This is an optimization exercise on Yosys and OpenROAD, whose aim is small area, not a production implementation. At most, simulation tests tie the RTL to the original design; equivalence was not proved. Only the layout flow was run in run 1; the RTL was not checked for function there. Power and IR drop assume default switching activity.

## flow/design.v (module list and top-level ports; edited modules follow where they fit)
// module Delay_reg: 11 lines
// module Delay2n: 23 lines
// module ML_fa: 7 lines
// module Multiplierless_Correlator: 991 lines
module Multiplierless_Correlator #(parameter FBIT = 7) (
	input clk, rst,
	input ena,
	input [15:0] CR_in,
	output reg [4+FBIT:0] CR_out
);
  // ...
==> flow/run.sh <==
#!/bin/bash
# synth_recipe.tcl (not shown) runs the flow's synth.tcl, then flattens the netlist and writes it again
# the make line also repeats each setting of config.mk as NAME=value (left out here)
make -C /OpenROAD-flow-scripts/flow DESIGN_CONFIG=/design/flow/config.mk WORK_HOME=/design/flow/orfs CLKGATE_MAP_FILE= SYNTH_SCRIPT=/design/flow/synth_recipe.tcl finish
==> flow/config.mk <==
export PLATFORM = sky130hd
export DESIGN_NAME = Multiplierless_Correlator
export DESIGN_NICKNAME = Multiplierless_Correlator
export VERILOG_FILES = /design/flow/design.v
export SDC_FILE = /design/flow/constraint.sdc
export NUM_CORES = 4
export LEC_CHECK = 0
export CAP_MARGIN = 20
export CORE_MARGIN = 2
export CORE_UTILIZATION = 40
export CTS_BUF_LIST = sky130_fd_sc_hd__clkbuf_16
export CTS_CLUSTER_DIAMETER = 100
export CTS_CLUSTER_SIZE = 28
export SLEW_MARGIN = 20
export SYNTH_HIERARCHICAL = 1
==> flow/constraint.sdc <==
create_clock -name core_clock -period 10.0 [get_ports {clk}]
set_input_delay 2.0000 -clock core_clock [delete_from_list [all_inputs] [get_ports {clk}]]
set_output_delay 2.0000 -clock core_clock [all_outputs]
set_load 0.01 [all_outputs]
==> impl_metrics.toml, run 1 <==
[pwr]
seq-power_w = 0.00440
power_density_mw_per_mm2 = 151
p_int_w = 0.00533
p_comb_share_pct = 4.0

[setup_path]
path_cells = "fa_1 -> fa_1 -> fa_1 -> fa_1 -> fa_1 -> fa_1 -> fa_1 -> fa_1 -> fa_1 -> fa_1 -> fa_1 -> fa_1 -> fa_1 -> fa_1 -> fa_1 -> fa_1 -> fa_1 -> a22oi_1 -> nor2_1"
cpMostUsedCell = "fa_1"
crit_type = "reg2reg"
worst_r2r_endpoint = "CR_out[11]"

[floorplan]
row_count = 121
dieArea_mm2 = 0.113

[yosys]
synth_area_mm2 = 0.0441
seq_area_frac_synth_pct = 49.9
yosysMostFrequentCell = "dfxtp_1"
synth-async-reset-ratio_pct = 0
synth_area_leaders = "dfxtp_1 (50%), a22oi_1 (19%), fa_1 (18%)"

[route]
viasPerCell = 5.28
vias = 27900
met1Wirelength_um = 40100

[global_route]
use_met3_pct = 1.97

[cts]
cts_tree = "done"
postCtsSetupBuffers = 0
numCtsBuffers = 47
root_buffer = "clkbuf_16"

[layout]
clock_cell_area_share_pct = 2.88
top_register = "CR_out"
nNonClkBuffers = 50
fill_cells = 10400
seq_cell_count = 1100

[run]
cap_viol_max_count = 0

[placement]
dp.cells = 5209

[worst_hold_path]
min_path_type = "reg2reg"

[timing]
tightest_slew_ps = 1170
setup_ws_ps = 1440

[outcome]
outcome = "timing/DRC/antenna clean"
==> inputs of run 2 (changes only) <==
--- a/flow/design.v
+++ b/flow/design.v
@@ -1,19 +1,14 @@
-`timescale 1ns / 1ps
-module Delay_reg #(parameter WIDTH = 32)(
-	input 	clk,rst,
-	input 	ena,
-	input 	  [WIDTH - 1:0] dat_in,
-	output reg [WIDTH - 1:0] dat_out
-    );
-always @(posedge clk) begin
-	if(rst) 			dat_out <= {WIDTH{1'b0}};
-	else if (ena) 	dat_out <= dat_in;	
-end
+module ML_hold #(parameter W = 8) (
+	input ld, hd,
+	input [W-1:0] a, q,
+	output [W-1:0] d
+);
+assign d = (a & {W{ld}}) | (q & {W{hd}});
 endmodule
 `timescale 1ns / 1ps
 module Delay2n #(parameter WIDTH = 32, D = 64, B = 6)(
 	input  clk, rst, ena,
 	input  [WIDTH-1:0] dat_in,	
 	output [WIDTH-1:0] dat_out
 );
 reg [WIDTH-1:0] dat_ram [D-1:0];
@@ -48,86 +43,84 @@
 	output reg [4+FBIT:0] CR_out
 );
 reg [7:0] iCR_in;
 reg iena;
 always @(posedge clk) begin
 	iCR_in <= CR_in[15:8];
 	iena <= ena & ~rst;
 end
-reg iena_n;
-always @(posedge clk) iena_n <= ~ena | rst;
 wire ld = iena & ~rst;
-wire hd = iena_n & ~rst;
+wire hd = ~iena & ~rst;
 reg [7:0] x1, x2, x3, x4, x5, x6, x7, x8, x9, x10, x11, x12, x13, x14, x15, x16, x17, x18, x19, x20, x21, x22, x23, x24, x25, x26, x27, x28, x29, x30, x31, x32, x33, x34, x35, x36, x37, x38, x39, x40, x41, x42, x43, x44, x45, x46, x47, x48, x49, x50, x51, x52, x53, x54, x55, x56, x57, x58, x59, x60, x61, x62, x63, x64;
 always @(posedge clk) begin
-	x1 <= (iCR_in & {8{ld}}) | (x1 & {8{hd}});
-	x2 <= (x1 & {8{ld}}) | (x2 & {8{hd}});
-	x3 <= (x2 & {8{ld}}) | (x3 & {8{hd}});
-	x4 <= (x3 & {8{ld}}) | (x4 & {8{hd}});
-	x5 <= (x4 & {8{ld}}) | (x5 & {8{hd}});
-	x6 <= (x5 & {8{ld}}) | (x6 & {8{hd}});
-	x7 <= (x6 & {8{ld}}) | (x7 & {8{hd}});
-	x8 <= (x7 & {8{ld}}) | (x8 & {8{hd}});
-	x9 <= (x8 & {8{ld}}) | (x9 & {8{hd}});
-	x10 <= (x9 & {8{ld}}) | (x10 & {8{hd}});
-	x11 <= (x10 & {8{ld}}) | (x11 & {8{hd}});
-	x12 <= (x11 & {8{ld}}) | (x12 & {8{hd}});
-	x13 <= (x12 & {8{ld}}) | (x13 & {8{hd}});
-	x14 <= (x13 & {8{ld}}) | (x14 & {8{hd}});
-	x15 <= (x14 & {8{ld}}) | (x15 & {8{hd}});
-	x16 <= (x15 & {8{ld}}) | (x16 & {8{hd}});
-	x17 <= (x16 & {8{ld}}) | (x17 & {8{hd}});
-	x18 <= (x17 & {8{ld}}) | (x18 & {8{hd}});
-	x19 <= (x18 & {8{ld}}) | (x19 & {8{hd}});
-	x20 <= (x19 & {8{ld}}) | (x20 & {8{hd}});
-	x21 <= (x20 & {8{ld}}) | (x21 & {8{hd}});
-	x22 <= (x21 & {8{ld}}) | (x22 & {8{hd}});
-	x23 <= (x22 & {8{ld}}) | (x23 & {8{hd}});
-	x24 <= (x23 & {8{ld}}) | (x24 & {8{hd}});
-	x25 <= (x24 & {8{ld}}) | (x25 & {8{hd}});
-	x26 <= (x25 & {8{ld}}) | (x26 & {8{hd}});
-	x27 <= (x26 & {8{ld}}) | (x27 & {8{hd}});
-	x28 <= (x27 & {8{ld}}) | (x28 & {8{hd}});
-	x29 <= (x28 & {8{ld}}) | (x29 & {8{hd}});
-	x30 <= (x29 & {8{ld}}) | (x30 & {8{hd}});
-	x31 <= (x30 & {8{ld}}) | (x31 & {8{hd}});
-	x32 <= (x31 & {8{ld}}) | (x32 & {8{hd}});
-	x33 <= (x32 & {8{ld}}) | (x33 & {8{hd}});
-	x34 <= (x33 & {8{ld}}) | (x34 & {8{hd}});
-	x35 <= (x34 & {8{ld}}) | (x35 & {8{hd}});
-	x36 <= (x35 & {8{ld}}) | (x36 & {8{hd}});
-	x37 <= (x36 & {8{ld}}) | (x37 & {8{hd}});
-	x38 <= (x37 & {8{ld}}) | (x38 & {8{hd}});
-	x39 <= (x38 & {8{ld}}) | (x39 & {8{hd}});
-	x40 <= (x39 & {8{ld}}) | (x40 & {8{hd}});
-	x41 <= (x40 & {8{ld}}) | (x41 & {8{hd}});
-	x42 <= (x41 & {8{ld}}) | (x42 & {8{hd}});
-	x43 <= (x42 & {8{ld}}) | (x43 & {8{hd}});
-	x44 <= (x43 & {8{ld}}) | (x44 & {8{hd}});
-	x45 <= (x44 & {8{ld}}) | (x45 & {8{hd}});
-	x46 <= (x45 & {8{ld}}) | (x46 & {8{hd}});
-	x47 <= (x46 & {8{ld}}) | (x47 & {8{hd}});
-	x48 <= (x47 & {8{ld}}) | (x48 & {8{hd}});
-	x49 <= (x48 & {8{ld}}) | (x49 & {8{hd}});
-	x50 <= (x49 & {8{ld}}) | (x50 & {8{hd}});
-	x51 <= (x50 & {8{ld}}) | (x51 & {8{hd}});
-	x52 <= (x51 & {8{ld}}) | (x52 & {8{hd}});
-	x53 <= (x52 & {8{ld}}) | (x53 & {8{hd}});
-	x54 <= (x53 & {8{ld}}) | (x54 & {8{hd}});
-	x55 <= (x54 & {8{ld}}) | (x55 & {8{hd}});
-	x56 <= (x55 & {8{ld}}) | (x56 & {8{hd}});
-	x57 <= (x56 & {8{ld}}) | (x57 & {8{hd}});
-	x58 <= (x57 & {8{ld}}) | (x58 & {8{hd}});
-	x59 <= (x58 & {8{ld}}) | (x59 & {8{hd}});
-	x60 <= (x59 & {8{ld}}) | (x60 & {8{hd}});
-	x61 <= (x60 & {8{ld}}) | (x61 & {8{hd}});
-	x62 <= (x61 & {8{ld}}) | (x62 & {8{hd}});
-	x63 <= (x62 & {8{ld}}) | (x63 & {8{hd}});
-	x64 <= (x63 & {8{ld}}) | (x64 & {8{hd}});
+	x1 <= x1_d;
+	x2 <= x2_d;
+	x3 <= x3_d;
+	x4 <= x4_d;
+	x5 <= x5_d;
+	x6 <= x6_d;
+	x7 <= x7_d;
+	x8 <= x8_d;
+	x9 <= x9_d;
+	x10 <= x10_d;
+	x11 <= x11_d;
+	x12 <= x12_d;
+	x13 <= x13_d;
+	x14 <= x14_d;
+	x15 <= x15_d;
+	x16 <= x16_d;
+	x17 <= x17_d;
+	x18 <= x18_d;
+	x19 <= x19_d;
+	x20 <= x20_d;
+	x21 <= x21_d;
+	x22 <= x22_d;
+	x23 <= x23_d;
+	x24 <= x24_d;
+	x25 <= x25_d;
+	x26 <= x26_d;
+	x27 <= x27_d;
+	x28 <= x28_d;
+	x29 <= x29_d;
+	x30 <= x30_d;
+	x31 <= x31_d;
+	x32 <= x32_d;
+	x33 <= x33_d;
+	x34 <= x34_d;
+	x35 <= x35_d;
+	x36 <= x36_d;
+	x37 <= x37_d;
+	x38 <= x38_d;
+	x39 <= x39_d;
+	x40 <= x40_d;
+	x41 <= x41_d;
+	x42 <= x42_d;
+	x43 <= x43_d;
+	x44 <= x44_d;
+	x45 <= x45_d;
+	x46 <= x46_d;
+	x47 <= x47_d;
+	x48 <= x48_d;
+	x49 <= x49_d;
+	x50 <= x50_d;
+	x51 <= x51_d;
+	x52 <= x52_d;
+	x53 <= x53_d;
+	x54 <= x54_d;
+	x55 <= x55_d;
+	x56 <= x56_d;
+	x57 <= x57_d;
+	x58 <= x58_d;
+	x59 <= x59_d;
+	x60 <= x60_d;
+	x61 <= x61_d;
+	x62 <= x62_d;
+	x63 <= x63_d;
+	x64 <= x64_d;
 end
 wire [8:0] fn;
 wire [8:0] fc;
 assign fn[0] = iCR_in[0] ^ x64[0];
 assign fc[1] = iCR_in[0] & x64[0];
 genvar fi;
 generate for (fi = 1; fi < 8; fi = fi + 1) begin: frca
 	ML_fa u_fa (.a(iCR_in[fi]), .b(x64[fi]), .c(fc[fi]), .s(fn[fi]), .co(fc[fi+1]));
@@ -192,79 +185,79 @@
 reg [8:0] f57;
 reg [8:0] f58;
 reg [8:0] f59;
 reg [8:0] f60;
 reg [8:0] f61;
 reg [8:0] f62;
 reg [7:0] f63;
 always @(posedge clk) begin
-	f1 <= (fn & {9{ld}}) | (f1 & {9{hd}});
-	f2 <= (f1 & {9{ld}}) | (f2 & {9{hd}});
-	f3 <= (f2 & {9{ld}}) | (f3 & {9{hd}});
-	f4 <= (f3 & {9{ld}}) | (f4 & {9{hd}});
-	f5 <= (f4 & {9{ld}}) | (f5 & {9{hd}});
-	f6 <= (f5 & {9{ld}}) | (f6 & {9{hd}});
-	f7 <= (f6 & {9{ld}}) | (f7 & {9{hd}});
-	f8 <= (f7 & {9{ld}}) | (f8 & {9{hd}});
-	f9 <= (f8 & {9{ld}}) | (f9 & {9{hd}});
-	f10 <= (f9 & {9{ld}}) | (f10 & {9{hd}});
-	f11 <= (f10 & {9{ld}}) | (f11 & {9{hd}});
-	f12 <= (f11 & {9{ld}}) | (f12 & {9{hd}});
-	f13 <= (f12 & {9{ld}}) | (f13 & {9{hd}});
-	f14 <= (f13 & {9{ld}}) | (f14 & {9{hd}});
-	f15 <= (f14 & {9{ld}}) | (f15 & {9{hd}});
-	f16 <= (f15 & {9{ld}}) | (f16 & {9{hd}});
-	f17 <= (f16 & {9{ld}}) | (f17 & {9{hd}});
-	f18 <= (f17 & {9{ld}}) | (f18 & {9{hd}});
-	f19 <= (f18 & {9{ld}}) | (f19 & {9{hd}});
-	f20 <= (f19 & {9{ld}}) | (f20 & {9{hd}});
-	f21 <= (f20 & {9{ld}}) | (f21 & {9{hd}});
-	f22 <= (f21 & {9{ld}}) | (f22 & {9{hd}});
-	f23 <= (f22 & {9{ld}}) | (f23 & {9{hd}});
-	f24 <= (f23 & {9{ld}}) | (f24 & {9{hd}});
-	f25 <= (f24 & {9{ld}}) | (f25 & {9{hd}});
-	f26 <= (f25 & {9{ld}}) | (f26 & {9{hd}});
-	f27 <= (f26 & {9{ld}}) | (f27 & {9{hd}});
-	f28 <= (f27 & {9{ld}}) | (f28 & {9{hd}});
-	f29 <= (f28 & {9{ld}}) | (f29 & {9{hd}});
-	f30 <= (f29 & {9{ld}}) | (f30 & {9{hd}});
-	f31 <= (f30 & {9{ld}}) | (f31 & {9{hd}});
-	f32 <= (f31 & {9{ld}}) | (f32 & {9{hd}});
-	f33 <= (f32 & {9{ld}}) | (f33 & {9{hd}});
-	f34 <= (f33 & {9{ld}}) | (f34 & {9{hd}});
-	f35 <= (f34 & {9{ld}}) | (f35 & {9{hd}});
-	f36 <= (f35 & {9{ld}}) | (f36 & {9{hd}});
-	f37 <= (f36 & {9{ld}}) | (f37 & {9{hd}});
-	f38 <= (f37 & {9{ld}}) | (f38 & {9{hd}});
-	f39 <= (f38 & {9{ld}}) | (f39 & {9{hd}});
-	f40 <= (f39 & {9{ld}}) | (f40 & {9{hd}});
-	f41 <= (f40 & {9{ld}}) | (f41 & {9{hd}});
-	f42 <= (f41 & {9{ld}}) | (f42 & {9{hd}});
-	f43 <= (f42 & {9{ld}}) | (f43 & {9{hd}});
-	f44 <= (f43 & {9{ld}}) | (f44 & {9{hd}});
-	f45 <= (f44 & {9{ld}}) | (f45 & {9{hd}});
-	f46 <= (f45 & {9{ld}}) | (f46 & {9{hd}});
-	f47 <= (f46 & {9{ld}}) | (f47 & {9{hd}});
-	f48 <= (f47 & {9{ld}}) | (f48 & {9{hd}});
-	f49 <= (f48 & {9{ld}}) | (f49 & {9{hd}});
-	f50 <= (f49 & {9{ld}}) | (f50 & {9{hd}});
-	f51 <= (f50 & {9{ld}}) | (f51 & {9{hd}});
-	f52 <= (f51 & {9{ld}}) | (f52 & {9{hd}});
-	f53 <= (f52 & {9{ld}}) | (f53 & {9{hd}});
-	f54 <= (f53 & {9{ld}}) | (f54 & {9{hd}});
-	f55 <= (f54 & {9{ld}}) | (f55 & {9{hd}});
-	f56 <= (f55 & {9{ld}}) | (f56 & {9{hd}});
-	f57 <= (f56 & {9{ld}}) | (f57 & {9{hd}});
-	f58 <= (f57 & {9{ld}}) | (f58 & {9{hd}});
-	f59 <= (f58 & {9{ld}}) | (f59 & {9{hd}});
-	f60 <= (f59 & {9{ld}}) | (f60 & {9{hd}});
-	f61 <= (f60 & {9{ld}}) | (f61 & {9{hd}});
-	f62 <= (f61 & {9{ld}}) | (f62 & {9{hd}});
-	f63 <= (f62[8:1] & {8{ld}}) | (f63 & {8{hd}});
+	f1 <= f1_d;
+	f2 <= f2_d;
+	f3 <= f3_d;
+	f4 <= f4_d;
+	f5 <= f5_d;
+	f6 <= f6_d;
+	f7 <= f7_d;
+	f8 <= f8_d;
+	f9 <= f9_d;
+	f10 <= f10_d;
+	f11 <= f11_d;
+	f12 <= f12_d;
+	f13 <= f13_d;
+	f14 <= f14_d;
+	f15 <= f15_d;
+	f16 <= f16_d;
+	f17 <= f17_d;
+	f18 <= f18_d;
+	f19 <= f19_d;
+	f20 <= f20_d;
+	f21 <= f21_d;
+	f22 <= f22_d;
+	f23 <= f23_d;
+	f24 <= f24_d;
+	f25 <= f25_d;
+	f26 <= f26_d;
+	f27 <= f27_d;
+	f28 <= f28_d;
+	f29 <= f29_d;
+	f30 <= f30_d;
+	f31 <= f31_d;
+	f32 <= f32_d;
+	f33 <= f33_d;
+	f34 <= f34_d;
+	f35 <= f35_d;
+	f36 <= f36_d;
+	f37 <= f37_d;
+	f38 <= f38_d;
+	f39 <= f39_d;
+	f40 <= f40_d;
+	f41 <= f41_d;
+	f42 <= f42_d;
+	f43 <= f43_d;
+	f44 <= f44_d;
+	f45 <= f45_d;
+	f46 <= f46_d;
+	f47 <= f47_d;
+	f48 <= f48_d;
+	f49 <= f49_d;
+	f50 <= f50_d;
+	f51 <= f51_d;
+	f52 <= f52_d;
+	f53 <= f53_d;
+	f54 <= f54_d;
+	f55 <= f55_d;
+	f56 <= f56_d;
+	f57 <= f57_d;
+	f58 <= f58_d;
+	f59 <= f59_d;
+	f60 <= f60_d;
+	f61 <= f61_d;
+	f62 <= f62_d;
+	f63 <= f63_d;
 end
 wire s0, c0;
 wire s1, c1;
 wire s2, c2;
 wire s3, c3;
 wire s4, c4;
 wire s5, c5;
 wire s6, c6;
@@ -1024,11 +1017,267 @@
 assign rc[0] = 1'b0;
 assign y[0] = r0[0] ^ r1[0];
 assign rc[1] = r0[0] & r1[0];
 genvar gi;
 generate for (gi = 1; gi < 12; gi = gi + 1) begin: rca
 	ML_fa u_fa (.a(r0[gi]), .b(r1[gi]), .c(rc[gi]), .s(y[gi]), .co(rc[gi+1]));
 end endgenerate
 always @(posedge clk) begin
-	CR_out <= (y & {12{ld}}) | (CR_out & {12{hd}});
+	CR_out <= CR_out_d;
 end
+wire [7:0] x1_d;
+ML_hold #(.W(8)) u_x1_hold (.ld(ld), .hd(hd), .a(iCR_in), .q(x1), .d(x1_d));
+wire [7:0] x2_d;
+ML_hold #(.W(8)) u_x2_hold (.ld(ld), .hd(hd), .a(x1), .q(x2), .d(x2_d));
+wire [7:0] x3_d;
+ML_hold #(.W(8)) u_x3_hold (.ld(ld), .hd(hd), .a(x2), .q(x3), .d(x3_d));
+wire [7:0] x4_d;
+ML_hold #(.W(8)) u_x4_hold (.ld(ld), .hd(hd), .a(x3), .q(x4), .d(x4_d));
+wire [7:0] x5_d;
+ML_hold #(.W(8)) u_x5_hold (.ld(ld), .hd(hd), .a(x4), .q(x5), .d(x5_d));
+wire [7:0] x6_d;
+ML_hold #(.W(8)) u_x6_hold (.ld(ld), .hd(hd), .a(x5), .q(x6), .d(x6_d));
+wire [7:0] x7_d;
+ML_hold #(.W(8)) u_x7_hold (.ld(ld), .hd(hd), .a(x6), .q(x7), .d(x7_d));
+wire [7:0] x8_d;
+ML_hold #(.W(8)) u_x8_hold (.ld(ld), .hd(hd), .a(x7), .q(x8), .d(x8_d));
+wire [7:0] x9_d;
+ML_hold #(.W(8)) u_x9_hold (.ld(ld), .hd(hd), .a(x8), .q(x9), .d(x9_d));
+wire [7:0] x10_d;
+ML_hold #(.W(8)) u_x10_hold (.ld(ld), .hd(hd), .a(x9), .q(x10), .d(x10_d));
+wire [7:0] x11_d;
+ML_hold #(.W(8)) u_x11_hold (.ld(ld), .hd(hd), .a(x10), .q(x11), .d(x11_d));
+wire [7:0] x12_d;
+ML_hold #(.W(8)) u_x12_hold (.ld(ld), .hd(hd), .a(x11), .q(x12), .d(x12_d));
+wire [7:0] x13_d;
+ML_hold #(.W(8)) u_x13_hold (.ld(ld), .hd(hd), .a(x12), .q(x13), .d(x13_d));
+wire [7:0] x14_d;
+ML_hold #(.W(8)) u_x14_hold (.ld(ld), .hd(hd), .a(x13), .q(x14), .d(x14_d));
+wire [7:0] x15_d;
+ML_hold #(.W(8)) u_x15_hold (.ld(ld), .hd(hd), .a(x14), .q(x15), .d(x15_d));
+wire [7:0] x16_d;
+ML_hold #(.W(8)) u_x16_hold (.ld(ld), .hd(hd), .a(x15), .q(x16), .d(x16_d));
+wire [7:0] x17_d;
+ML_hold #(.W(8)) u_x17_hold (.ld(ld), .hd(hd), .a(x16), .q(x17), .d(x17_d));
+wire [7:0] x18_d;
+ML_hold #(.W(8)) u_x18_hold (.ld(ld), .hd(hd), .a(x17), .q(x18), .d(x18_d));
+wire [7:0] x19_d;
+ML_hold #(.W(8)) u_x19_hold (.ld(ld), .hd(hd), .a(x18), .q(x19), .d(x19_d));
+wire [7:0] x20_d;
+ML_hold #(.W(8)) u_x20_hold (.ld(ld), .hd(hd), .a(x19), .q(x20), .d(x20_d));
+wire [7:0] x21_d;
+ML_hold #(.W(8)) u_x21_hold (.ld(ld), .hd(hd), .a(x20), .q(x21), .d(x21_d));
+wire [7:0] x22_d;
+ML_hold #(.W(8)) u_x22_hold (.ld(ld), .hd(hd), .a(x21), .q(x22), .d(x22_d));
+wire [7:0] x23_d;
+ML_hold #(.W(8)) u_x23_hold (.ld(ld), .hd(hd), .a(x22), .q(x23), .d(x23_d));
+wire [7:0] x24_d;
+ML_hold #(.W(8)) u_x24_hold (.ld(ld), .hd(hd), .a(x23), .q(x24), .d(x24_d));
+wire [7:0] x25_d;
+ML_hold #(.W(8)) u_x25_hold (.ld(ld), .hd(hd), .a(x24), .q(x25), .d(x25_d));
+wire [7:0] x26_d;
+ML_hold #(.W(8)) u_x26_hold (.ld(ld), .hd(hd), .a(x25), .q(x26), .d(x26_d));
+wire [7:0] x27_d;
+ML_hold #(.W(8)) u_x27_hold (.ld(ld), .hd(hd), .a(x26), .q(x27), .d(x27_d));
+wire [7:0] x28_d;
+ML_hold #(.W(8)) u_x28_hold (.ld(ld), .hd(hd), .a(x27), .q(x28), .d(x28_d));
+wire [7:0] x29_d;
+ML_hold #(.W(8)) u_x29_hold (.ld(ld), .hd(hd), .a(x28), .q(x29), .d(x29_d));
+wire [7:0] x30_d;
+ML_hold #(.W(8)) u_x30_hold (.ld(ld), .hd(hd), .a(x29), .q(x30), .d(x30_d));
+wire [7:0] x31_d;
+ML_hold #(.W(8)) u_x31_hold (.ld(ld), .hd(hd), .a(x30), .q(x31), .d(x31_d));
+wire [7:0] x32_d;
+ML_hold #(.W(8)) u_x32_hold (.ld(ld), .hd(hd), .a(x31), .q(x32), .d(x32_d));
+wire [7:0] x33_d;
+ML_hold #(.W(8)) u_x33_hold (.ld(ld), .hd(hd), .a(x32), .q(x33), .d(x33_d));
+wire [7:0] x34_d;
+ML_hold #(.W(8)) u_x34_hold (.ld(ld), .hd(hd), .a(x33), .q(x34), .d(x34_d));
+wire [7:0] x35_d;
+ML_hold #(.W(8)) u_x35_hold (.ld(ld), .hd(hd), .a(x34), .q(x35), .d(x35_d));
+wire [7:0] x36_d;
+ML_hold #(.W(8)) u_x36_hold (.ld(ld), .hd(hd), .a(x35), .q(x36), .d(x36_d));
+wire [7:0] x37_d;
+ML_hold #(.W(8)) u_x37_hold (.ld(ld), .hd(hd), .a(x36), .q(x37), .d(x37_d));
+wire [7:0] x38_d;
+ML_hold #(.W(8)) u_x38_hold (.ld(ld), .hd(hd), .a(x37), .q(x38), .d(x38_d));
+wire [7:0] x39_d;
+ML_hold #(.W(8)) u_x39_hold (.ld(ld), .hd(hd), .a(x38), .q(x39), .d(x39_d));
+wire [7:0] x40_d;
+ML_hold #(.W(8)) u_x40_hold (.ld(ld), .hd(hd), .a(x39), .q(x40), .d(x40_d));
+wire [7:0] x41_d;
+ML_hold #(.W(8)) u_x41_hold (.ld(ld), .hd(hd), .a(x40), .q(x41), .d(x41_d));
+wire [7:0] x42_d;
+ML_hold #(.W(8)) u_x42_hold (.ld(ld), .hd(hd), .a(x41), .q(x42), .d(x42_d));
+wire [7:0] x43_d;
+ML_hold #(.W(8)) u_x43_hold (.ld(ld), .hd(hd), .a(x42), .q(x43), .d(x43_d));
+wire [7:0] x44_d;
+ML_hold #(.W(8)) u_x44_hold (.ld(ld), .hd(hd), .a(x43), .q(x44), .d(x44_d));
+wire [7:0] x45_d;
+ML_hold #(.W(8)) u_x45_hold (.ld(ld), .hd(hd), .a(x44), .q(x45), .d(x45_d));
+wire [7:0] x46_d;
+ML_hold #(.W(8)) u_x46_hold (.ld(ld), .hd(hd), .a(x45), .q(x46), .d(x46_d));
+wire [7:0] x47_d;
+ML_hold #(.W(8)) u_x47_hold (.ld(ld), .hd(hd), .a(x46), .q(x47), .d(x47_d));
+wire [7:0] x48_d;
+ML_hold #(.W(8)) u_x48_hold (.ld(ld), .hd(hd), .a(x47), .q(x48), .d(x48_d));
+wire [7:0] x49_d;
+ML_hold #(.W(8)) u_x49_hold (.ld(ld), .hd(hd), .a(x48), .q(x49), .d(x49_d));
+wire [7:0] x50_d;
+ML_hold #(.W(8)) u_x50_hold (.ld(ld), .hd(hd), .a(x49), .q(x50), .d(x50_d));
+wire [7:0] x51_d;
+ML_hold #(.W(8)) u_x51_hold (.ld(ld), .hd(hd), .a(x50), .q(x51), .d(x51_d));
+wire [7:0] x52_d;
+ML_hold #(.W(8)) u_x52_hold (.ld(ld), .hd(hd), .a(x51), .q(x52), .d(x52_d));
+wire [7:0] x53_d;
+ML_hold #(.W(8)) u_x53_hold (.ld(ld), .hd(hd), .a(x52), .q(x53), .d(x53_d));
+wire [7:0] x54_d;
+ML_hold #(.W(8)) u_x54_hold (.ld(ld), .hd(hd), .a(x53), .q(x54), .d(x54_d));
+wire [7:0] x55_d;
+ML_hold #(.W(8)) u_x55_hold (.ld(ld), .hd(hd), .a(x54), .q(x55), .d(x55_d));
+wire [7:0] x56_d;
+ML_hold #(.W(8)) u_x56_hold (.ld(ld), .hd(hd), .a(x55), .q(x56), .d(x56_d));
+wire [7:0] x57_d;
+ML_hold #(.W(8)) u_x57_hold (.ld(ld), .hd(hd), .a(x56), .q(x57), .d(x57_d));
+wire [7:0] x58_d;
+ML_hold #(.W(8)) u_x58_hold (.ld(ld), .hd(hd), .a(x57), .q(x58), .d(x58_d));
+wire [7:0] x59_d;
+ML_hold #(.W(8)) u_x59_hold (.ld(ld), .hd(hd), .a(x58), .q(x59), .d(x59_d));
+wire [7:0] x60_d;
+ML_hold #(.W(8)) u_x60_hold (.ld(ld), .hd(hd), .a(x59), .q(x60), .d(x60_d));
+wire [7:0] x61_d;
+ML_hold #(.W(8)) u_x61_hold (.ld(ld), .hd(hd), .a(x60), .q(x61), .d(x61_d));
+wire [7:0] x62_d;
+ML_hold #(.W(8)) u_x62_hold (.ld(ld), .hd(hd), .a(x61), .q(x62), .d(x62_d));
+wire [7:0] x63_d;
+ML_hold #(.W(8)) u_x63_hold (.ld(ld), .hd(hd), .a(x62), .q(x63), .d(x63_d));
+wire [7:0] x64_d;
+ML_hold #(.W(8)) u_x64_hold (.ld(ld), .hd(hd), .a(x63), .q(x64), .d(x64_d));
+wire [8:0] f1_d;
+ML_hold #(.W(9)) u_f1_hold (.ld(ld), .hd(hd), .a(fn), .q(f1), .d(f1_d));
+wire [8:0] f2_d;
+ML_hold #(.W(9)) u_f2_hold (.ld(ld), .hd(hd), .a(f1), .q(f2), .d(f2_d));
+wire [8:0] f3_d;
+ML_hold #(.W(9)) u_f3_hold (.ld(ld), .hd(hd), .a(f2), .q(f3), .d(f3_d));
+wire [8:0] f4_d;
+ML_hold #(.W(9)) u_f4_hold (.ld(ld), .hd(hd), .a(f3), .q(f4), .d(f4_d));
+wire [8:0] f5_d;
+ML_hold #(.W(9)) u_f5_hold (.ld(ld), .hd(hd), .a(f4), .q(f5), .d(f5_d));
+wire [8:0] f6_d;
+ML_hold #(.W(9)) u_f6_hold (.ld(ld), .hd(hd), .a(f5), .q(f6), .d(f6_d));
+wire [8:0] f7_d;
+ML_hold #(.W(9)) u_f7_hold (.ld(ld), .hd(hd), .a(f6), .q(f7), .d(f7_d));
+wire [8:0] f8_d;
+ML_hold #(.W(9)) u_f8_hold (.ld(ld), .hd(hd), .a(f7), .q(f8), .d(f8_d));
+wire [8:0] f9_d;
+ML_hold #(.W(9)) u_f9_hold (.ld(ld), .hd(hd), .a(f8), .q(f9), .d(f9_d));
+wire [8:0] f10_d;
+ML_hold #(.W(9)) u_f10_hold (.ld(ld), .hd(hd), .a(f9), .q(f10), .d(f10_d));
+wire [8:0] f11_d;
+ML_hold #(.W(9)) u_f11_hold (.ld(ld), .hd(hd), .a(f10), .q(f11), .d(f11_d));
+wire [8:0] f12_d;
+ML_hold #(.W(9)) u_f12_hold (.ld(ld), .hd(hd), .a(f11), .q(f12), .d(f12_d));
+wire [8:0] f13_d;
+ML_hold #(.W(9)) u_f13_hold (.ld(ld), .hd(hd), .a(f12), .q(f13), .d(f13_d));
+wire [8:0] f14_d;
+ML_hold #(.W(9)) u_f14_hold (.ld(ld), .hd(hd), .a(f13), .q(f14), .d(f14_d));
+wire [8:0] f15_d;
+ML_hold #(.W(9)) u_f15_hold (.ld(ld), .hd(hd), .a(f14), .q(f15), .d(f15_d));
+wire [8:0] f16_d;
+ML_hold #(.W(9)) u_f16_hold (.ld(ld), .hd(hd), .a(f15), .q(f16), .d(f16_d));
+wire [8:0] f17_d;
+ML_hold #(.W(9)) u_f17_hold (.ld(ld), .hd(hd), .a(f16), .q(f17), .d(f17_d));
+wire [8:0] f18_d;
+ML_hold #(.W(9)) u_f18_hold (.ld(ld), .hd(hd), .a(f17), .q(f18), .d(f18_d));
+wire [8:0] f19_d;
+ML_hold #(.W(9)) u_f19_hold (.ld(ld), .hd(hd), .a(f18), .q(f19), .d(f19_d));
+wire [8:0] f20_d;
+ML_hold #(.W(9)) u_f20_hold (.ld(ld), .hd(hd), .a(f19), .q(f20), .d(f20_d));
+wire [8:0] f21_d;
+ML_hold #(.W(9)) u_f21_hold (.ld(ld), .hd(hd), .a(f20), .q(f21), .d(f21_d));
+wire [8:0] f22_d;
+ML_hold #(.W(9)) u_f22_hold (.ld(ld), .hd(hd), .a(f21), .q(f22), .d(f22_d));
+wire [8:0] f23_d;
+ML_hold #(.W(9)) u_f23_hold (.ld(ld), .hd(hd), .a(f22), .q(f23), .d(f23_d));
+wire [8:0] f24_d;
+ML_hold #(.W(9)) u_f24_hold (.ld(ld), .hd(hd), .a(f23), .q(f24), .d(f24_d));
+wire [8:0] f25_d;
+ML_hold #(.W(9)) u_f25_hold (.ld(ld), .hd(hd), .a(f24), .q(f25), .d(f25_d));
+wire [8:0] f26_d;
+ML_hold #(.W(9)) u_f26_hold (.ld(ld), .hd(hd), .a(f25), .q(f26), .d(f26_d));
+wire [8:0] f27_d;
+ML_hold #(.W(9)) u_f27_hold (.ld(ld), .hd(hd), .a(f26), .q(f27), .d(f27_d));
+wire [8:0] f28_d;
+ML_hold #(.W(9)) u_f28_hold (.ld(ld), .hd(hd), .a(f27), .q(f28), .d(f28_d));
+wire [8:0] f29_d;
+ML_hold #(.W(9)) u_f29_hold (.ld(ld), .hd(hd), .a(f28), .q(f29), .d(f29_d));
+wire [8:0] f30_d;
+ML_hold #(.W(9)) u_f30_hold (.ld(ld), .hd(hd), .a(f29), .q(f30), .d(f30_d));
+wire [8:0] f31_d;
+ML_hold #(.W(9)) u_f31_hold (.ld(ld), .hd(hd), .a(f30), .q(f31), .d(f31_d));
+wire [8:0] f32_d;
+ML_hold #(.W(9)) u_f32_hold (.ld(ld), .hd(hd), .a(f31), .q(f32), .d(f32_d));
+wire [8:0] f33_d;
+ML_hold #(.W(9)) u_f33_hold (.ld(ld), .hd(hd), .a(f32), .q(f33), .d(f33_d));
+wire [8:0] f34_d;
+ML_hold #(.W(9)) u_f34_hold (.ld(ld), .hd(hd), .a(f33), .q(f34), .d(f34_d));
+wire [8:0] f35_d;
+ML_hold #(.W(9)) u_f35_hold (.ld(ld), .hd(hd), .a(f34), .q(f35), .d(f35_d));
+wire [8:0] f36_d;
+ML_hold #(.W(9)) u_f36_hold (.ld(ld), .hd(hd), .a(f35), .q(f36), .d(f36_d));
+wire [8:0] f37_d;
+ML_hold #(.W(9)) u_f37_hold (.ld(ld), .hd(hd), .a(f36), .q(f37), .d(f37_d));
+wire [8:0] f38_d;
+ML_hold #(.W(9)) u_f38_hold (.ld(ld), .hd(hd), .a(f37), .q(f38), .d(f38_d));
+wire [8:0] f39_d;
+ML_hold #(.W(9)) u_f39_hold (.ld(ld), .hd(hd), .a(f38), .q(f39), .d(f39_d));
+wire [8:0] f40_d;
+ML_hold #(.W(9)) u_f40_hold (.ld(ld), .hd(hd), .a(f39), .q(f40), .d(f40_d));
+wire [8:0] f41_d;
+ML_hold #(.W(9)) u_f41_hold (.ld(ld), .hd(hd), .a(f40), .q(f41), .d(f41_d));
+wire [8:0] f42_d;
+ML_hold #(.W(9)) u_f42_hold (.ld(ld), .hd(hd), .a(f41), .q(f42), .d(f42_d));
+wire [8:0] f43_d;
+ML_hold #(.W(9)) u_f43_hold (.ld(ld), .hd(hd), .a(f42), .q(f43), .d(f43_d));
+wire [8:0] f44_d;
+ML_hold #(.W(9)) u_f44_hold (.ld(ld), .hd(hd), .a(f43), .q(f44), .d(f44_d));
+wire [8:0] f45_d;
+ML_hold #(.W(9)) u_f45_hold (.ld(ld), .hd(hd), .a(f44), .q(f45), .d(f45_d));
+wire [8:0] f46_d;
+ML_hold #(.W(9)) u_f46_hold (.ld(ld), .hd(hd), .a(f45), .q(f46), .d(f46_d));
+wire [8:0] f47_d;
+ML_hold #(.W(9)) u_f47_hold (.ld(ld), .hd(hd), .a(f46), .q(f47), .d(f47_d));
+wire [8:0] f48_d;
+ML_hold #(.W(9)) u_f48_hold (.ld(ld), .hd(hd), .a(f47), .q(f48), .d(f48_d));
+wire [8:0] f49_d;
+ML_hold #(.W(9)) u_f49_hold (.ld(ld), .hd(hd), .a(f48), .q(f49), .d(f49_d));
+wire [8:0] f50_d;
+ML_hold #(.W(9)) u_f50_hold (.ld(ld), .hd(hd), .a(f49), .q(f50), .d(f50_d));
+wire [8:0] f51_d;
+ML_hold #(.W(9)) u_f51_hold (.ld(ld), .hd(hd), .a(f50), .q(f51), .d(f51_d));
+wire [8:0] f52_d;
+ML_hold #(.W(9)) u_f52_hold (.ld(ld), .hd(hd), .a(f51), .q(f52), .d(f52_d));
+wire [8:0] f53_d;
+ML_hold #(.W(9)) u_f53_hold (.ld(ld), .hd(hd), .a(f52), .q(f53), .d(f53_d));
+wire [8:0] f54_d;
+ML_hold #(.W(9)) u_f54_hold (.ld(ld), .hd(hd), .a(f53), .q(f54), .d(f54_d));
+wire [8:0] f55_d;
+ML_hold #(.W(9)) u_f55_hold (.ld(ld), .hd(hd), .a(f54), .q(f55), .d(f55_d));
+wire [8:0] f56_d;
+ML_hold #(.W(9)) u_f56_hold (.ld(ld), .hd(hd), .a(f55), .q(f56), .d(f56_d));
+wire [8:0] f57_d;
+ML_hold #(.W(9)) u_f57_hold (.ld(ld), .hd(hd), .a(f56), .q(f57), .d(f57_d));
+wire [8:0] f58_d;
+ML_hold #(.W(9)) u_f58_hold (.ld(ld), .hd(hd), .a(f57), .q(f58), .d(f58_d));
+wire [8:0] f59_d;
+ML_hold #(.W(9)) u_f59_hold (.ld(ld), .hd(hd), .a(f58), .q(f59), .d(f59_d));
+wire [8:0] f60_d;
+ML_hold #(.W(9)) u_f60_hold (.ld(ld), .hd(hd), .a(f59), .q(f60), .d(f60_d));
+wire [8:0] f61_d;
+ML_hold #(.W(9)) u_f61_hold (.ld(ld), .hd(hd), .a(f60), .q(f61), .d(f61_d));
+wire [8:0] f62_d;
+ML_hold #(.W(9)) u_f62_hold (.ld(ld), .hd(hd), .a(f61), .q(f62), .d(f62_d));
+wire [7:0] f63_d;
+ML_hold #(.W(8)) u_f63_hold (.ld(ld), .hd(hd), .a(f62[8:1]), .q(f63), .d(f63_d));
+wire [11:0] CR_out_d;
+ML_hold #(.W(12)) u_CR_out_hold (.ld(ld), .hd(hd), .a(y), .q(CR_out), .d(CR_out_d));
 endmodule
==> run 2 against run 1 <==
  * Global-route usage decreased by 1.6 points
  * Synthesized cell count decreased by 30%
  * Routed wire length decreased by 15%
  * Critical path type unchanged
  * Utilization decreased by 1.3 points
  * Power decreased by 2.5%
  * Still clean on timing, DRC and antenna
  * Maximum frequency increased by 0.73%
  * Sequential power about the same
  * Sequential share of layout area increased by 3.3 points
  * Count of clock-buffer cells in the layout decreased by 1
  * Critical path depth decreased by 1
  * Final area decreased by 6.6%
  * Highest routed layer unchanged
==> impl_metrics.toml, run 2 <==
[outcome]
outcome = "timing/DRC/antenna clean"

[yosys]
seq_area_frac_synth_pct = 51.9
yosysMostFrequentCell = "dfxtp_1"
ys_types = 9
synth_area_per_cell_um2 = 14.9
synth.top_cells.by_count = "dfxtp_1 (1,099), a22o_1 (1,088), fa_1 (396)"
synth-async-reset-ratio_pct = 0
synth_area_mm2 = 0.0424
synth-edff-count = 0
yosys_warnings = 7
synth_seq_cells = 1099
synth_top_area_share_pct = 51.9
ys.flop_type = "dfxtp_1"
synth_area_leaders = "dfxtp_1 (52%), a22o_1 (22%), fa_1 (19%)"
yosysTopAreaCell = "dfxtp_1"
syn_inst = 2847

[setup_path]
cpMostUsedCell = "fa_1"
crit_path_start_kind = "flop"
critPathSlowestCell = "fa_1"
rrSetupSlack_ps = 1500
worst_r2r_endpoint = "CR_out[11]"
critPathCapture = "CR_out[11]"
r2r-start = "f5[1]"
crit_type = "reg2reg"
reg2regPathDepth = 18
worstPathRequired_ps = 10540
path_cells = "fa_1 -> fa_1 -> fa_1 -> fa_1 -> fa_1 -> fa_1 -> fa_1 -> fa_1 -> fa_1 -> fa_1 -> fa_1 -> fa_1 -> fa_1 -> fa_1 -> fa_1 -> fa_1 -> fa_1 -> a22o_2"
arrival_ps = 9040
cp_max_fo = 3
worst_path_largest_cell_delay_ps = 540
endpoint_kind = "flop"
cp-startpoint = "f5[1]"

[pwr]
sw_frac_of_total_pct = 22.0
leakage_nw = 17.8
power_density_mw_per_mm2 = 158
p_sw_w = 0.00149
power_frac_seq_pct = 64.7
p_int_w = 0.00529
pwr-share-clk_pct = 32.2
p_comb_share_pct = 3.0
ir_drop_mv = 0.135

[global_route]
grt_use_total_pct = 13.3
grt.overflow.total = 0
antenna_found_initial = 0
grt_pass1_vias = 22200
grt_pass1_wl_um = 120000
grt_max_degree = 276

[cts]
clock_latency_ps = 640
hold_buffers = 0
cts_tree = "done"
postCtsSetupBuffers = 0
root_buffer = "clkbuf_16"
cts_resized = 0
htree_levels = 2
clock-sinks = 1099
numCtsBuffers = 46
clk_pin_slew_ps = 100
clockBufferDepth = 3

[layout]
top_register = "CR_out"
fin_area_mm2 = 0.0430
final_cells = 4074
diodes = 0
final_common_cell = "dfxtp_1"
nets = 3095
drive_gt1_share_pct = 2.57
largest_reg_flops = 12
fill_cells = 9452
area_delta_synth_final_pct = 1.35
layout_common_cells = "dfxtp_1 (1,099), a22o_1 (1,088), fa_1 (396)"
fin_util_pct = 40.8

[timing]
maxSlewViolCount = 0
holdWs_ps = 462
layout_min_cycle_time_ps = 8500
setup_tns_ps = 0
slew_headroom_pct = 17.2
fin_skew_ps = 46.6
rsz0062_at_grt = "false"
setup_violations = 0
tightest_slew_ps = 1240
max_freq_ghz = 0.118
fin_crit_sh_pct = 85.0
hold_viol_final = 0

[route]
viasPerCell = 5.30
vias = 21600
ant_nets = 0
dr.pass1.iters = 5
drt_first_iter_violations = 1685
wire_per_inst_um = 17.5
remaining_drc_errors = 0
drt_wl_total_um = 71400

[placement]
dpl.hpwl_um = 46000
place.port_buffers = 22
place.gp.congestion = 0.953
dp.cells = 4020
place_area_mm2 = 0.0417

[floorplan]
initial_core_util_pct = 40.3
dieArea_mm2 = 0.109
dieWidth_um = 330
row_count = 119
io_pins = 31
core_area_mm2 = 0.105
dieHeight_um = 330

[worst_hold_path]
min_path_type = "reg2reg"

[run]
cap_viol_max_count = 0
## run 2: power groups by stage
stage	logic [W]	clock network, W	registers [W]
6_report	0.000206	0.00219	0.00439
5_1_grt	0.000229	0.00243	0.00440
4_1_cts	0.000209	0.00229	0.00439
3_5_place_dp	0.000208	0	0.00449
3_3_place_gp	0.000203	0	0.00449
2_1_floorplan	0.000268	0	0.00449
## run 2: how the worst min path moves through the flow
| stage | end | depth (start not counted) | from | slack (ps) |
|---|---|---|---|---|
| final | f60[8] | 1 | f59[8] | 460 |
| after global routing | x44[0] | 1 | x43[0] | 490 |
| after CTS | f60[8] | 1 | f59[8] | 460 |
| after detailed placement | x25[1] | 1 | x25[1] | 450 |
| after global placement | x34[0] | 1 | x34[0] | 450 |
| after floorplan | f10[0] | 1 | f10[0] | 440 |
## run 2: Yosys stat by module (local to each module, per instance), a selection
module	area, um2	flops+latches	cells inside	times used
ML_fa	20.0	0	1	396
Multiplierless_Correlator	22000	1099	1105	1
## run 2: kinds of logic after synthesis
logic type               share of synthesized area, %
flip-flops                                       51.9
AO/OA/AOI/OAI                                    22.5
adder cells (fa/ha/maj)                          18.8
buffers and inverters                            6.80
AND/OR/NAND/NOR                                0.0383
other                                         0.00884
## run 2: per-layer routing
metal  wire [um]  global-route usage [%]
met3        1720                    1.82
met1       34500                    19.0
met5           0                       0
met2       33800                    21.4
met4        1400                    3.07
## run 2: layout make-up
class	instances	area (um2)	share of cell area, %
sequential	1099	22000	51.2
timing repair buffer	35	438	1.02
clock buffer	47	1180	2.74
tap	1391	1740	4.05
clock inverter	6	68.8	0.160
multi-input combinational	1496	17600	40.8
## run 2: stage by stage
| stage | total power [W] | worst slack, ps |
|---|---|---|
| after floorplan | 0.00476 | 2050 |
| after global placement | 0.00470 | 1520 |
| after detailed placement | 0.00470 | 1460 |
| after CTS | 0.00689 | 1420 |
| after global routing | 0.00706 | 1240 |
| final | 0.00678 | 1500 |
## run 2: critical path, delay by kind of cell (launching register included)
family / cells / cell delay (ps)
fa+ha+maj: 17 / 7730
flops: 1 / 360
compound gates: 1 / 290
==> inputs of run 3 (changes only) <==
--- a/flow/config.mk
+++ b/flow/config.mk
@@ -7,9 +7,9 @@
 export LEC_CHECK = 0
 export CAP_MARGIN = 20
 export CORE_MARGIN = 2
-export CORE_UTILIZATION = 40
+export CORE_UTILIZATION = 70
 export CTS_BUF_LIST = sky130_fd_sc_hd__clkbuf_16
-export CTS_CLUSTER_DIAMETER = 100
-export CTS_CLUSTER_SIZE = 28
+export CTS_CLUSTER_DIAMETER = 80
+export CTS_CLUSTER_SIZE = 32
 export SLEW_MARGIN = 20
 export SYNTH_HIERARCHICAL = 1
==> run 3 against run 2 <==
  * Routed wire length shrank 0.43%
  * Critical endpoint unchanged
  * Synthesized cell count is the same
  * Highest routed layer is now met5
  * Count of clock-buffer cells in the layout shrank 2
  * First-iteration DRC count grew 0.36%
==> impl_metrics.toml, run 3 <==
[yosys]
yosysTopAreaCell = "dfxtp_1"
ys.flop_type = "dfxtp_1"
ys_types = 9
synth_area_leaders = "dfxtp_1 (52%), a22o_1 (22%), fa_1 (19%)"
seq_area_frac_synth_pct = 51.9
synth-async-reset-ratio_pct = 0
synth_top_area_share_pct = 51.9
yosys_warnings = 7
syn_inst = 2847
yosysMostFrequentCell = "dfxtp_1"
synth_area_per_cell_um2 = 14.9
synth_seq_cells = 1099
synth_area_mm2 = 0.0424
synth-edff-count = 0
synth.top_cells.by_count = "dfxtp_1 (1,099), a22o_1 (1,088), fa_1 (396)"

[route]
dr.pass1.iters = 5
drt_wl_total_um = 71100
remaining_drc_errors = 0
ant_nets = 0
vias = 21700
drt_first_iter_violations = 1691
wire_per_inst_um = 20.5
viasPerCell = 6.25

[setup_path]
crit_path_start_kind = "flop"
critPathCapture = "CR_out[11]"
cp_max_fo = 3
rrSetupSlack_ps = 1490
endpoint_kind = "flop"
worstPathRequired_ps = 10520
arrival_ps = 9030
r2r-start = "f7[0]"
worst_r2r_endpoint = "CR_out[11]"
cp-startpoint = "f7[0]"
crit_type = "reg2reg"
reg2regPathDepth = 18

[placement]
place.port_buffers = 22
place.gp.congestion = 0.829
place_ws_ps = 1450
dpl.hpwl_um = 47000

[global_route]
grt_pass1_wl_um = 118000
antenna_found_initial = 1
grt_max_degree = 265
grt_use_total_pct = 23.1
grt.overflow.total = 0
grt_pass1_vias = 21900

[cts]
clock_latency_ps = 620
cts_tree = "done"
clock-sinks = 1099
cts_resized = 0
clk_pin_slew_ps = 110
hold_buffers = 0
htree_levels = 2
numCtsBuffers = 43
root_buffer = "clkbuf_16"
clockBufferDepth = 3
postCtsSetupBuffers = 0

[layout]
diodes = 0
layout_common_cells = "dfxtp_1 (1,099), a22o_1 (1,088), fa_1 (396)"
fill_cells = 4114
multiInputGateArea_mm2 = 0.0176
register_area_mm2 = 0.0220
area_delta_synth_final_pct = -0.295
final_common_cell = "dfxtp_1"
nets = 3092
drive_gt1_share_pct = 2.75
top_register = "CR_out"
largest_reg_flops = 12

[floorplan]
dieWidth_um = 250
io_pins = 31
dieArea_mm2 = 0.0626
initial_core_util_pct = 70.5
dieHeight_um = 250
row_count = 90
core_area_mm2 = 0.0601

[timing]
holdWs_ps = 480
maxSlewViolCount = 0
setup_violations = 0
setup_tns_ps = 0
setup_ws_ps = 1490
tightest_slew_ps = 1190
fin_crit_sh_pct = 85.1
max_freq_ghz = 0.117
layout_min_cycle_time_ps = 8510
fin_skew_ps = 23.2
hold_viol_final = 0
rsz0062_at_grt = "false"
slew_headroom_pct = 20.8

[pwr]
ir_drop_mv = 0.162
power_density_mw_per_mm2 = 161
leakage_nw = 17.9

[worst_hold_path]
whs_path_depth = 1
min_path_type = "reg2reg"

[run]
cap_viol_max_count = 0

[outcome]
outcome = "timing/DRC/antenna clean"
-- run 3: cell counts after synthesis --
No cell type changed its count.
-- run 3: report_power, final --
group / internal [W] / total (W) / switching, W
sequential: 0.00438 / 0.00439 / 0.00000859
combinational: 0.0000443 / 0.000198 / 0.000154
clock: 0.000898 / 0.00221 / 0.00131
total: 0.00533 / 0.00680 / 0.00147
-- run 3: logic make-up (layout without fill, tap and decap cells) --
family | count (synthesis) | count (layout) | share of synthesized area, %
AO/OA/AOI/OAI | 1090 | 1090 | 22.5
adder cells (fa/ha/maj) | 398 | 398 | 18.8
buffers and inverters | 256 | 97 | 6.80
flip-flops | 1099 | 1099 | 51.9
other | 1 | 5 | 0.00884
AND/OR/NAND/NOR | 3 | 3 | 0.0383
-- run 3: stage by stage --
step           cell area, um2  cells  util, %  total power, W
2_1_floorplan           42400   2851        -         0.00476
3_3_place_gp            40900   3412     68.1         0.00469
3_5_place_dp            40900   3412     68.1         0.00469
4_1_cts                 42300   3474     70.3         0.00687
5_1_grt                 42300   3474     70.3         0.00704
6_report                42300   3474     70.3         0.00680
-- run 3: modules after synthesis, one instance, submodules excluded, excerpt --
module,cells,times used
Multiplierless_Correlator,1105,1
ML_fa,1,396
-- run 3: how the worst min path moves through the flow --
stage | startpoint | end | slack (ps)
final | x51[0] | x51[0] | 480
after global routing | CR_out[7] | CR_out[7] | 490
after floorplan | f10[0] | f10[0] | 440
after CTS | CR_out[6] | CR_out[6] | 480
after detailed placement | x60[5] | x60[5] | 450
after global placement | x44[2] | x44[2] | 450
-- run 3: final cells by class --
type	count	share of cell area, %
flip-flops and latches	1099	52.0
multi-input cells	1496	41.5
clock buffers	45	2.66
well taps	782	2.31
repair buffers	35	0.988
clock inverters	17	0.485
-- run 3: worst max-delay path: stages (launching register included) --
cell and delay (ps):
dfxtp_1 420, fa_1 470, fa_1 500, fa_1 520, fa_1 470, fa_1 520, fa_1 410, fa_1 540
fa_1 440, fa_1 440, fa_1 390, fa_1 390, fa_1 460, fa_1 420, fa_1 400, fa_1 420
fa_1 410, fa_1 510, a22o_2 290
-- run 3: metal layers --
metal	track usage, %	part of all wire, %
met5	0	0.024
met4	7.66	3.3
met2	36.0	47
met3	2.90	3.2
met1	33.9	47
==> inputs of run 4 (changes only) <==
==> flow/config.mk (replaced) <==
export PLATFORM = sky130hd
export DESIGN_NAME = Multiplierless_Correlator
export DESIGN_NICKNAME = Multiplierless_Correlator
export VERILOG_FILES = /design/flow/design.v
export SDC_FILE = /design/flow/constraint.sdc
export NUM_CORES = 4
export LEC_CHECK = 0
export CAP_MARGIN = 0
export CORE_MARGIN = 2
export CORE_UTILIZATION = 60
export CTS_BUF_LIST = sky130_fd_sc_hd__clkbuf_16
export CTS_CLUSTER_DIAMETER = 100
export CTS_CLUSTER_SIZE = 28
export PLACE_DENSITY = 0.8
export SLEW_MARGIN = 0
export SYNTH_HIERARCHICAL = 1
==> run 4 against run 3 <==
  * Power down 1.2%
  * Sequential power hardly changed
  * Register-to-register slack about the same
  * Worst hold slack got worse by 13 ps
  * Non-clock buffer count grew 4
  * Area after synthesis did not move
  * Setup slack better by 10 ps
  * Clock power down 4%
  * First-iteration DRC count shrank 0.89%
  * Critical path type unchanged
==> impl_metrics.toml, run 4 <==
[outcome]
outcome = "timing/DRC/antenna clean"

[setup_path]
endpoint_kind = "flop"
cp_max_fo = 3
worstPathRequired_ps = 10520
cp-startpoint = "f7[0]"
r2r-start = "f7[0]"
crit_type = "reg2reg"
arrival_ps = 9020
crit_path_start_kind = "flop"

[placement]
place_ws_ps = 1560
dpl.hpwl_um = 47800
place.gp.congestion = 0.903
dp.cells = 3574
place_area_mm2 = 0.0412
place.port_buffers = 22

[layout]
final_common_cell = "dfxtp_1"
register_area_mm2 = 0.0220
multiInputGateArea_mm2 = 0.0176
final_cells = 3625
diodes = 0
area_delta_synth_final_pct = -0.0678
largest_reg_flops = 12
drive_gt1_share_pct = 2.68
fin_area_mm2 = 0.0424
nets = 3098
layout_common_cells = "dfxtp_1 (1,099), a22o_1 (1,088), fa_1 (396)"
top_register = "CR_out"
fill_cells = 5162

[timing]
setup_violations = 0
max_freq_ghz = 0.118
fin_crit_sh_pct = 85.0
setup_ws_ps = 1500
fin_skew_ps = 35.6
maxSlewViolCount = 0
hold_viol_final = 0
layout_min_cycle_time_ps = 8500
rsz0062_at_grt = "false"
slew_headroom_pct = 20.8
holdWs_ps = 467
setup_tns_ps = 0
tightest_slew_ps = 1180

[run]
cap_viol_max_count = 0

[route]
dr.pass1.iters = 5
remaining_drc_errors = 0
drt_wl_total_um = 71600
drt_first_iter_violations = 1676
ant_nets = 0
wire_per_inst_um = 19.7
vias = 21900
viasPerCell = 6.05

[cts]
htree_levels = 2
cts_resized = 0
clockBufferDepth = 3
clock_latency_ps = 630
clk_pin_slew_ps = 100
postCtsSetupBuffers = 0
root_buffer = "clkbuf_16"
clock-sinks = 1099
hold_buffers = 0
numCtsBuffers = 45
cts_tree = "done"

[floorplan]
dieArea_mm2 = 0.0728
dieHeight_um = 270
core_area_mm2 = 0.0700
initial_core_util_pct = 60.6
io_pins = 31
row_count = 97
dieWidth_um = 270

[yosys]
ys_types = 9
synth_top_area_share_pct = 51.9
yosysTopAreaCell = "dfxtp_1"
synth-edff-count = 0
yosysMostFrequentCell = "dfxtp_1"
ys.flop_type = "dfxtp_1"
seq_area_frac_synth_pct = 51.9
synth-async-reset-ratio_pct = 0
synth_area_per_cell_um2 = 14.9
synth.top_cells.by_count = "dfxtp_1 (1,099), a22o_1 (1,088), fa_1 (396)"
syn_inst = 2847
synth_area_mm2 = 0.0424
yosys_warnings = 7
synth_seq_cells = 1099
synth_area_leaders = "dfxtp_1 (52%), a22o_1 (22%), fa_1 (19%)"

[global_route]
antenna_found_initial = 0
grt.overflow.total = 0
grt_pass1_wl_um = 119000
grt_pass1_vias = 22400
grt_use_total_pct = 19.8
grt_max_degree = 245

[worst_hold_path]
hold_start = "x16[6]"
min_path_type = "reg2reg"

[pwr]
ir_drop_mv = 0.137
leakage_nw = 17.8
power_density_mw_per_mm2 = 159
-- run 4: cell counts after synthesis --
No cell type changed its count.
-- run 4: layout make-up --
cell class / instances / share of cell area, %
clock buffers: 46 / 2.72
clock inverters: 5 / 0.145
multi-input cells: 1496 / 41.4
flip-flops and latches: 1099 / 51.9
well taps: 940 / 2.78
repair buffers: 39 / 1.03
-- run 4: Yosys stat by module (local to each module, per instance), excerpt --
module	flip-flops and latches	cell area (um2)
Multiplierless_Correlator	1099	22000
ML_fa	0	20.0
-- run 4: final timing paths --
check / to / slack [ps] / cells past startpoint
min reg2reg: x17[6] / 470 / 1
max reg2reg: CR_out[11] / 1500 / 18
min: x17[6] / 470 / 1
max: CR_out[11] / 1500 / 18
-- run 4: cell families (layout without fill, tap and decap cells) --
family / after synthesis / in the layout / synth area share (%)
adders and majority gates: 398 / 398 / 18.8
and+or+nand+nor: 3 / 3 / 0.0383
AOI/OAI and AO/OA: 1090 / 1090 / 22.5
other: 1 / 5 / 0.00884
DFF: 1099 / 1099 / 51.9
buffers and inverters: 256 / 90 / 6.80
-- run 4: critical path: stages (launching register included) --
cell,delay [ps]
dfxtp_1,430
fa_1,470
fa_1,490
fa_1,530
fa_1,470
fa_1,540
fa_1,430
fa_1,410
fa_1,500
fa_1,440
fa_1,430
fa_1,430
fa_1,440
fa_1,410
fa_1,390
fa_1,420
fa_1,440
fa_1,460
a22o_2,260
-- run 4: stage by stage --
stage	utilization (%)	power, W
6_report	60.5	0.00672
5_1_grt	60.5	0.00694
4_1_cts	60.5	0.00677
3_5_place_dp	58.8	0.00470
3_3_place_gp	58.8	0.00469
2_1_floorplan	-	0.00476
-- run 4: where the power goes --
group	switching [W]	total (W)	internal (W)
logic	0.000160	0.000207	0.0000470
registers	0.00000860	0.00439	0.00438
clock network	0.00128	0.00212	0.000842
-- run 4: metal layers --
layer | vias to the layer above | wire (um) | GRT usage (%)
met4 | 0 | 2660 | 7.27
met1 | 11300 | 32300 | 27.6
met2 | 338 | 34000 | 31.7
met5 | - | 0 | 0
met3 | 121 | 2570 | 3.13
li1 | 10200 | - | -
==> inputs of run 5 (changes only) <==
--- a/flow/config.mk
+++ b/flow/config.mk
@@ -9,8 +9,7 @@
 export CORE_MARGIN = 2
 export CORE_UTILIZATION = 60
 export CTS_BUF_LIST = sky130_fd_sc_hd__clkbuf_16
-export CTS_CLUSTER_DIAMETER = 100
-export CTS_CLUSTER_SIZE = 28
-export PLACE_DENSITY = 0.8
+export CTS_CLUSTER_DIAMETER = 110
+export CTS_CLUSTER_SIZE = 30
 export SLEW_MARGIN = 0
 export SYNTH_HIERARCHICAL = 1
==> run 5 against run 4 <==
  * Still clean
  * Register-to-register slack gained 30 ps
  * Combinational power is essentially flat
  * Final cell count shrank 0.14%
  * Via count shrank 1.6%
  * Synthesized cell count is the same
  * Setup slack gained 31 ps
  * Critical endpoint unchanged
  * Largest cell class unchanged
  * Highest routed layer unchanged
==> impl_metrics.toml, run 5 <==
[outcome]
outcome = "timing/DRC/antenna clean"

[layout]
largest_reg_flops = 12
diodes = 0
register_area_mm2 = 0.0220
top_register = "CR_out"
layout_common_cells = "dfxtp_1 (1,099), a22o_1 (1,088), fa_1 (396)"
fill_cells = 5478
multiInputGateArea_mm2 = 0.0176
drive_gt1_share_pct = 2.50
nets = 3094
final_common_cell = "dfxtp_1"
area_delta_synth_final_pct = -0.227

[floorplan]
initial_core_util_pct = 60.6
dieHeight_um = 270
core_area_mm2 = 0.0700
io_pins = 31
row_count = 97
dieArea_mm2 = 0.0728
dieWidth_um = 270

[setup_path]
cp_max_fo = 3
worstPathRequired_ps = 10520
arrival_ps = 8990
crit_type = "reg2reg"
crit_path_start_kind = "flop"
endpoint_kind = "flop"

[cts]
clock-sinks = 1099
hold_buffers = 0
clk_pin_slew_ps = 110
root_buffer = "clkbuf_16"
clock_latency_ps = 610
cts_tree = "done"
cts_resized = 0
clockBufferDepth = 3
numCtsBuffers = 42
postCtsSetupBuffers = 0
htree_levels = 2

[global_route]
antenna_found_initial = 0
grt_pass1_vias = 21700
grt_max_degree = 214
grt.overflow.total = 0
grt_use_total_pct = 20.3
grt_pass1_wl_um = 121000

[timing]
setup_tns_ps = 0
rsz0062_at_grt = "false"
max_freq_ghz = 0.118
tightest_slew_ps = 1040
layout_min_cycle_time_ps = 8470
hold_viol_final = 0
fin_skew_ps = 22.4
fin_crit_sh_pct = 84.7
maxSlewViolCount = 0
slew_headroom_pct = 30.4
setup_ws_ps = 1530
setup_violations = 0

[yosys]
synth_area_per_cell_um2 = 14.9
synth.top_cells.by_count = "dfxtp_1 (1,099), a22o_1 (1,088), fa_1 (396)"
syn_inst = 2847
synth_area_mm2 = 0.0424
synth_area_leaders = "dfxtp_1 (52%), a22o_1 (22%), fa_1 (19%)"
ys_types = 9
seq_area_frac_synth_pct = 51.9
yosysMostFrequentCell = "dfxtp_1"
synth_top_area_share_pct = 51.9
synth_seq_cells = 1099
yosys_warnings = 7
yosysTopAreaCell = "dfxtp_1"
synth-edff-count = 0
ys.flop_type = "dfxtp_1"
synth-async-reset-ratio_pct = 0

[route]
ant_nets = 0
drt_wl_total_um = 73500
vias = 21600
viasPerCell = 5.96
wire_per_inst_um = 20.3
remaining_drc_errors = 0
dr.pass1.iters = 7
drt_first_iter_violations = 1648

[worst_hold_path]
min_path_type = "reg2reg"

[placement]
place.gp.congestion = 0.845
place_ws_ps = 1450
place.port_buffers = 22
dpl.hpwl_um = 48600

[pwr]
leakage_nw = 17.8
ir_drop_mv = 0.158
power_density_mw_per_mm2 = 158

[run]
cap_viol_max_count = 0
[run 5: cell counts after synthesis]
Identical to the previous run, type by type.
[run 5: path summary, 6_finish.rpt]
check	start	to	slack (ps)	cells after the start
hold reg to reg	x20[2]	x20[2]	480	1
hold / removal	x20[2]	x20[2]	480	1
setup / recovery	f7[0]	CR_out[11]	1530	18
setup reg to reg	f7[0]	CR_out[11]	1530	18
[run 5: area by class of cell]
cell class	instances	area share (%)
repair buffers	38	1.04
flip-flops and latches	1099	52.0
clock inverters	2	0.0325
clock buffers	45	2.66
well taps	940	2.78
multi-input cells	1496	41.5
[run 5: per-layer routing]
layer / track usage, % / wire length, um
met5: 0 / 0
met3: 2.38 / 1870
met4: 5.04 / 1670
met2: 33.2 / 35500
met1: 29.2 / 34400
[run 5: kinds of logic (layout without fill, tap and decap cells)]
logic type	count (synthesis)	count (layout)	share of synthesized area, %
AOI/OAI and AO/OA	1090	1090	22.5
adders and majority gates	398	398	18.8
buffers and inverters	256	85	6.80
DFF	1099	1099	51.9
other	1	5	0.00884
and+or+nand+nor	3	3	0.0383
[run 5: where the power goes]
part           internal (W)  switching, W
clock              0.000815       0.00128
combinational     0.0000460      0.000159
sequential          0.00438    0.00000826
[run 5: worst max-delay path: stages, from the launching register on]
cell and delay, ps:
dfxtp_1 420, fa_1 470, fa_1 500, fa_1 550, fa_1 470, fa_1 490, fa_1 410, fa_1 550
fa_1 440, fa_1 450, fa_1 400, fa_1 400, fa_1 430, fa_1 400, fa_1 400, fa_1 390
fa_1 390, fa_1 530, a22o_2 280
[run 5: Yosys stat by module, one instance, submodules excluded, a selection]
module	area (um2)	cells inside	times used
Multiplierless_Correlator	22000	1105	1
ML_fa	20.0	1	396
[run 5: stage by stage]
step	util (%)	instance area, um2	total power (W)	cells	hold slack (ps)
global route	60.4	42300	0.00694	3620	494
detailed placement	58.8	41200	0.00470	3573	454
global placement	58.8	41200	0.00469	3573	453
floorplan	-	42400	0.00476	2851	440
finish	60.4	42300	0.00669	3620	481
CTS	60.4	42300	0.00677	3620	485

[afterwards: timing with drivers on the ports]
How much do the figures lean on ideal ports? The routed layouts below were timed once more, with nothing changed but the port constraints. Step 1 (the two cells are an assumption about what drives the block):
set clk [get_ports {clk}]
set_driving_cell -lib_cell sky130_fd_sc_hd__clkbuf_16 $clk
set_driving_cell -lib_cell sky130_fd_sc_hd__buf_2 [delete_from_list [all_inputs] $clk]
Step 2 adds t to the input delays and takes it off the output delays; t is the mean of the earliest and latest rising clock arrival at the registers after step 1. Input paths then give back, and output paths get back, about the clock's delay inside the block. a / b / c = ideal / step 1 / step 2; a / b = the first two.
| run | t, ns | setup slack, ns | pins driven straight from the clock port |
|---|---|---|---|
| run 1 | 0.714 | 1.441 / 1.442 / 1.442 | 1 |
| run 2 | 0.679 | 1.504 / 1.504 / 1.504 | 1 |
| run 3 | 0.673 | 1.489 / 1.489 / 1.489 | 1 |
| run 4 | 0.675 | 1.499 / 1.499 / 1.499 | 1 |
| run 5 | 0.672 | 1.530 / 1.530 / 1.530 | 1 |
After both steps setup and hold are still met in every run listed.
